What follows belongs to an exercise in optimizing a design on an open flow for small area and a short achievable clock period; a production flow would make more cautious choices.
Function was checked by simulation only, so behaviour that the tests miss may differ from the original.

Design ROTATING_VECTORING, start of the top module:
module ROTATING_VECTORING(clk, xi, yi, xf, yf);
  input clk;
  input [15:0] xi, yi;
  output [15:0] xf, yf;
  reg [7:0] E;
  wire ad1_m = ~(1'b1);
  wire ad1_p0 = xi[0] ^ (yi[0] ^ ad1_m);
  wire ad1_p1 = xi[1] ^ (yi[1] ^ ad1_m);
  wire ad1_p2 = xi[2] ^ (yi[2] ^ ad1_m);
  wire ad1_p3 = xi[3] ^ (yi[3] ^ ad1_m);
  wire ad1_p4 = xi[4] ^ (yi[4] ^ ad1_m);
  wire ad1_p5 = xi[5] ^ (yi[5] ^ ad1_m);
  wire ad1_p6 = xi[6] ^ (yi[6] ^ ad1_m);
  wire ad1_p7 = xi[7] ^ (yi[7] ^ ad1_m);
  wire ad1_p8 = xi[8] ^ (yi[8] ^ ad1_m);
  wire ad1_p9 = xi[9] ^ (yi[9] ^ ad1_m);
  wire ad1_p10 = xi[10] ^ (yi[10] ^ ad1_m);
  wire ad1_p11 = xi[11] ^ (yi[11] ^ ad1_m);
  wire ad1_p12 = xi[12] ^ (yi[12] ^ ad1_m);
  wire ad1_p13 = xi[13] ^ (yi[13] ^ ad1_m);
  wire ad1_p14 = xi[14] ^ (yi[14] ^ ad1_m);
  wire ad1_p15 = xi[15] ^ (yi[15] ^ ad1_m);
  wire ad1_g0_0 = (xi[0] & (yi[0] ^ ad1_m)) | (ad1_p0 & (1'b0 ^ ad1_m));
  wire ad1_g1_0 = xi[1] & (yi[1] ^ ad1_m);
  wire ad1_g2_0 = xi[2] & (yi[2] ^ ad1_m);
  wire ad1_g3_0 = xi[3] & (yi[3] ^ ad1_m);
  wire ad1_g4_0 = xi[4] & (yi[4] ^ ad1_m);
  wire ad1_g5_0 = xi[5] & (yi[5] ^ ad1_m);
  wire ad1_g6_0 = xi[6] & (yi[6] ^ ad1_m);
  wire ad1_g7_0 = xi[7] & (yi[7] ^ ad1_m);
  wire ad1_g8_0 = xi[8] & (yi[8] ^ ad1_m);
  wire ad1_g9_0 = xi[9] & (yi[9] ^ ad1_m);
  wire ad1_g10_0 = xi[10] & (yi[10] ^ ad1_m);
  wire ad1_g11_0 = xi[11] & (yi[11] ^ ad1_m);
  wire ad1_g12_0 = xi[12] & (yi[12] ^ ad1_m);
  wire ad1_g13_0 = xi[13] & (yi[13] ^ ad1_m);
  wire ad1_g14_0 = xi[14] & (yi[14] ^ ad1_m);
  wire ad1_g15_0 = xi[15] & (yi[15] ^ ad1_m);
  wire ad1_g1_1 = ad1_g1_0 | (ad1_p1 & ad1_g0_0);
  wire ad1_pp1_1 = ad1_p1 & ad1_p0;
  wire ad1_g2_1 = ad1_g2_0 | (ad1_p2 & ad1_g1_0);
  wire ad1_pp2_1 = ad1_p2 & ad1_p1;
  wire ad1_g3_1 = ad1_g3_0 | (ad1_p3 & ad1_g2_0);
  wire ad1_pp3_1 = ad1_p3 & ad1_p2;
  wire ad1_g4_1 = ad1_g4_0 | (ad1_p4 & ad1_g3_0);
  wire ad1_pp4_1 = ad1_p4 & ad1_p3;
  ...
Size: roughly 3,400 cells after synthesis, ~480 flip-flops, ~30,000 um^2 of cells after synthesis.
export LEC_CHECK = 0
export ABC_AREA = 1
export CAP_MARGIN = 20
export CORE_MARGIN = 2
export CORE_UTILIZATION = 40
export CTS_BUF_LIST = sky130_fd_sc_hd__clkbuf_8
export CTS_CLUSTER_SIZE = 30
export PLACE_DENSITY = 0.75
export SETUP_SLACK_MARGIN = 5
export SLEW_MARGIN = 20
create_clock -name core_clock -period 8.0 [get_ports {clk}]
run.sh (not shown) runs the stock make flow with config.mk's settings and CLKGATE_MAP_FILE= SYNTH_SCRIPT=/design/flow/synth_recipe.tcl, a recipe that flattens the netlist after the stock synthesis.
Next try:
Settings changed: CORE_UTILIZATION 40 to 50, CTS_BUF_LIST sky130_fd_sc_hd__clkbuf_8 to default, CTS_CLUSTER_DIAMETER from default to 100, CTS_CLUSTER_SIZE 30 to 24.
Result:
- die area went down by 20%
- maximum frequency fell by 0.65%
- non-clock buffer count goes up by 11
- hold slack gains 16 ps
- clock skew came out lower by 32 ps
- sequential share of layout area is higher by 0.97 points
Next try:
==> flow/flow/run.sh (new file) <==
#!/bin/bash
# The standard layout, with timing repair aimed at a 2.7 ns clock (setup margin 5.3 ns
# on the design's 8 ns clock); constraints and clock period are the design's.
set -euo pipefail
bash standard.sh SETUP_SLACK_MARGIN=5.3 finish > standard.log 2>&1
==> flow/standard.sh (new file) <==
#!/bin/bash
# synth_recipe.tcl (not shown) runs the flow's synth.tcl, then flattens the netlist and writes it again
# the make line also repeats each setting of config.mk as NAME=value (left out here)
make -C /OpenROAD-flow-scripts/flow DESIGN_CONFIG=/design/flow/config.mk WORK_HOME=/design/flow/orfs CLKGATE_MAP_FILE= SYNTH_SCRIPT=/design/flow/synth_recipe.tcl "${@:-finish}"
Settings changed: CORE_UTILIZATION 50 to 40, CTS_CLUSTER_DIAMETER 100 to default, CTS_CLUSTER_SIZE 24 to default, PLACE_DENSITY 0.75 to default.
removed: flow/run.sh
Effect:
- sequential share of layout area came out lower by 2.4 points
- core utilization went down by 7.0 points
- die area goes up by 25%
- global-route usage falls by 2.1 points
- clock-buffer cell count came out higher by 44
- fmax came out higher by 6.6%
- flip-flop and latch count is unchanged
- design area climbs by 10%
- final cell count increases by 8.5%
- routed wire length grows by 6.8%
Next try:
==> flow/run.sh (new file) <==
#!/bin/bash
# synth_recipe.tcl (not shown) runs the flow's synth.tcl, then flattens the netlist and writes it again
# the make line also repeats each setting of config.mk as NAME=value (left out here)
make -C /OpenROAD-flow-scripts/flow DESIGN_CONFIG=/design/flow/config.mk WORK_HOME=/design/flow/orfs CLKGATE_MAP_FILE= SYNTH_SCRIPT=/design/flow/synth_recipe.tcl finish
Settings changed: CTS_CLUSTER_DIAMETER from default to 100, CTS_CLUSTER_SIZE from default to 24, GPL_ROUTABILITY_DRIVEN from default to 0, PLACE_DENSITY from default to 0.75.
removed: flow/flow/run.sh
removed: flow/standard.sh
Utilization went down by 4.7 points; wire length went down by about 10%; cell count went down by 3.9%.

re-timing with driven ports:
The flow's constraints put no driver on any port. The routed layouts listed below were extracted and timed again, unchanged, in two steps.
Step 1: set_driving_cell puts a clkbuf_16 on clk and a buf_2 on each other input, an assumption about the parent block.
Step 2 adds t to the input delays and takes it off the output delays; t is the mean of the earliest and latest rising clock arrival at the registers after step 1. Input paths then give back, and output paths get back, about the clock's delay inside the block.
Three values: no drivers, after step 1, after step 2; two values: the first two.
run	t (ns)	setup slack, ns	worst setup path at the end
the first run	0.724	5.027 / 5.027 / 4.366	input to register
the second run	0.625	5.007 / 5.007 / 4.447	input to register
the third run	0.650	5.192 / 5.192 / 4.728	input to register
the fourth run	0.630	4.993 / 5.026 / 4.396	input to register
After both steps setup and hold are still met in every run listed. The setup slack of the first run, which loses most, moves by 0.000 ns with the drivers and by -0.661 ns with both steps.
